This is an optimization exercise on Yosys and OpenROAD, whose aim is small area, not a production implementation. At most, simulation tests tie the RTL to the original design; equivalence was not proved. Power is estimated from default activity; no workload was simulated.

==> module fifo, before the edit <==
module fifo(
	input  clk, areset,
	input  rd_in, wr_in, clr_in,
	input  [31:0] din,
	input  oe,
	output [31:0] dout,
	output reg [3:0] count,
	output full, empty, ov
	);
	reg rd_p, wr_p, clr_p, Read, Write, ClearOV;
	always @ (posedge clk)
	begin
		rd_p <= rd_in; wr_p <= wr_in; clr_p <= clr_in;
		Read <= rd_in & ~rd_p;
		Write <= wr_in & ~wr_p;
		ClearOV <= clr_in & ~clr_p;
	end
	localparam EMPTY = 2'b00, NEUTRAL = 2'b01, FULL = 2'b10, OVR = 2'b11;
	reg [1:0]  state;
	reg [3:0]  rp;
	reg [3:0]  wp;
	assign empty = state == EMPTY;
	assign full  = state[1];
	assign ov    = state == OVR;
	reg [1:0] n_state;
	reg [3:0] n_count;
	reg       n_rinc, n_winc, we_a, we_b;
	always @ (*)
	begin
		n_state = state; n_count = count; n_rinc = 1'b0; n_winc = 1'b0;
		we_a = 1'b0; we_b = 1'b0;
		case (state)
			EMPTY:
			begin
				if (Write) begin n_state = NEUTRAL; we_a = 1'b1; n_count = n_count + 1'b1; end
			end
			NEUTRAL:
			begin
				if (Read  && (n_count == 1))  begin n_state = EMPTY; n_rinc = 1'b1; n_count = n_count - 1'b1; end
				if (Write && (n_count < 14))  begin n_state = NEUTRAL; we_a = 1'b1; n_count = n_count + 1'b1; end
				if (Read  && (n_count > 1))   begin n_state = NEUTRAL; n_rinc = 1'b1; n_count = n_count - 1'b1; end
				if (Write && (n_count == 14)) begin n_state = FULL; if (we_a) we_b = 1'b1; else we_a = 1'b1; n_count = n_count + 1'b1; end
			end
			FULL:
			begin
				if (Read)  begin n_state = NEUTRAL; n_rinc = 1'b1; n_count = n_count - 1'b1; end
				if (Write) begin n_state = OVR; end
			end
			OVR:
			begin
				if (ClearOV) n_state = FULL;
			end
		endcase
	end
	always @ (posedge clk or posedge areset)
	begin
		if (areset)
		begin
			state <= EMPTY; count <= 4'd0; wp <= 4'd0; rp <= 4'd0;
		end
		else
		begin
			state <= n_state; count <= n_count;
			wp <= wp + {3'b000, we_a} + {3'b000, we_b};
			rp <= rp + n_rinc;
		end
	end
	reg [511:0] st;
	wire [15:0] wdec = 16'd1 << wp;
	wire [15:0] wen  = ({16{we_a}} & wdec) | ({16{we_b}} & {wdec[14:0], wdec[15]});
	genvar i;
	generate
		for (i = 0; i < 16; i = i + 1)
		begin : row
			always @ (posedge clk)
				if (wen[i] & ~areset) st[i*32 +: 32] <= din;
		end
	endgenerate
	wire [15:0] rsel = (16'd1 << rp) & {16{oe}};
	reg  [31:0] d;
	integer k;
	always @ (*)
	begin
		d = 32'd0;
		for (k = 0; k < 16; k = k + 1)
			d = d | (st[k*32 +: 32] & {32{rsel[k]}});
	end
	assign dout = d;
endmodule
export LEC_CHECK = 0
export CAP_MARGIN = 20
export CORE_MARGIN = 2
export CORE_UTILIZATION = 40
export CTS_BUF_LIST = sky130_fd_sc_hd__clkbuf_16
export CTS_CLUSTER_DIAMETER = 100
export CTS_CLUSTER_SIZE = 25
export SLEW_MARGIN = 20
create_clock -name core_clock -period 10.0 [get_ports {clk}]
standard.sh (not shown) runs the stock make flow with config.mk's settings and CLKGATE_MAP_FILE= SYNTH_SCRIPT=/design/flow/synth_recipe.tcl, a recipe that flattens the netlist after the stock synthesis.
==> flow/flow/run.sh <==
#!/bin/bash
# The standard layout (standard.sh), with three changes:
#  - synthesis maps logic with flow/abc_area.script in place of ORFS's abc speed script
#    (synth_recipe.tcl is sourced unchanged; only the abc call's -script is swapped)
#  - clock-tree synthesis without dummy loads, with larger sink clusters of clkbuf_16
#  - port buffers are buf_1
set -euo pipefail
HERE=$PWD
cat > my_synth.tcl <<EOF
proc abc {args} {
  set i [lsearch -exact \$args -script]
  if {\$i >= 0} { lset args [expr {\$i + 1}] $HERE/flow/abc_area.script }
  yosys abc {*}\$args
}
source $HERE/synth_recipe.tcl
EOF
sed "s#SYNTH_SCRIPT=[^ ]*#SYNTH_SCRIPT=$HERE/my_synth.tcl#" standard.sh > my_standard.sh
export CTS_ARGS="-sink_clustering_enable -repair_clock_nets -dont_use_dummy_load -sink_clustering_size 25 -sink_clustering_max_diameter 100 -buf_list sky130_fd_sc_hd__clkbuf_16"
export BUFFER_PORTS_ARGS="-buffer_cell sky130_fd_sc_hd__buf_1"
bash my_standard.sh > standard.log 2>&1
==> flow/flow/abc_area.script <==
&get -n
&st
&syn2
&dch
&nf -R 1000
&st
&syn2
&dch
&nf -R 1000
&st
&syn2
&dch
&nf -R 1000
&put
topo
dnsize -c
Next try:
--- a/flow/design.v
+++ b/flow/design.v
@@ -242,16 +242,16 @@
 		begin : row
 			always @ (posedge clk)
 				if (wen[i] & ~areset) st[i*32 +: 32] <= din;
 		end
 	endgenerate
-	wire [15:0] rsel = (16'd1 << rp) & {16{oe}};
+	wire [15:0] rsel = 16'd1 << rp;
 	reg  [31:0] d;
 	integer k;
 	always @ (*)
 	begin
 		d = 32'd0;
 		for (k = 0; k < 16; k = k + 1)
 			d = d | (st[k*32 +: 32] & {32{rsel[k]}});
 	end
-	assign dout = d;
+	assign dout = d & {32{oe}};
 endmodule
=> Cell area is about the same. Utilization barely changes. Sequential share of layout area fell by 0.16 points. Global-route usage rose by 0.16 points. Register-to-register slack gains 0.60 ns. Synthesized area is about the same. Total power rose by a few percent. Maximum frequency rose by roughly a tenth. Critical path depth stays the same. Clock skew fell by 0.012 ns. Combinational power rose by about a fifth. Non-clock buffer count rose by 9. Via count stays flat. Die area stays flat.
No functional check of the RTL was part of the second run of this note.

## static timing again, ports no longer ideal
No port has a modelled driver above. Below, the same layouts with a new extraction and two added sets of constraints. Step 1, drivers: a clkbuf_16 drives clk and a buf_2 each remaining input, both assumed. Step 2, shift: input delay + t, output delay - t, t = (earliest + latest rising clock arrival at the registers) / 2. This alone moves slack from input paths to output paths. a / b / c = no drivers / after step 1 / after step 2; a / b = the first two.
run	t (ns)	slack for setup (ns)	hold WS [ns]	latest minus earliest clock arrival (ns)
the first run	0.719	2.745 / 2.708 / 2.708	0.382 / 0.382 / 0.382	0.069 / 0.069
the second run	0.716	3.346 / 3.346 / 3.346	0.393 / 0.393 / 0.393	0.041 / 0.041
After both steps every run listed still meets setup and hold. For the first run, which loses most, drivers alone change the setup slack by -0.037 ns; drivers and shift together by -0.037 ns.
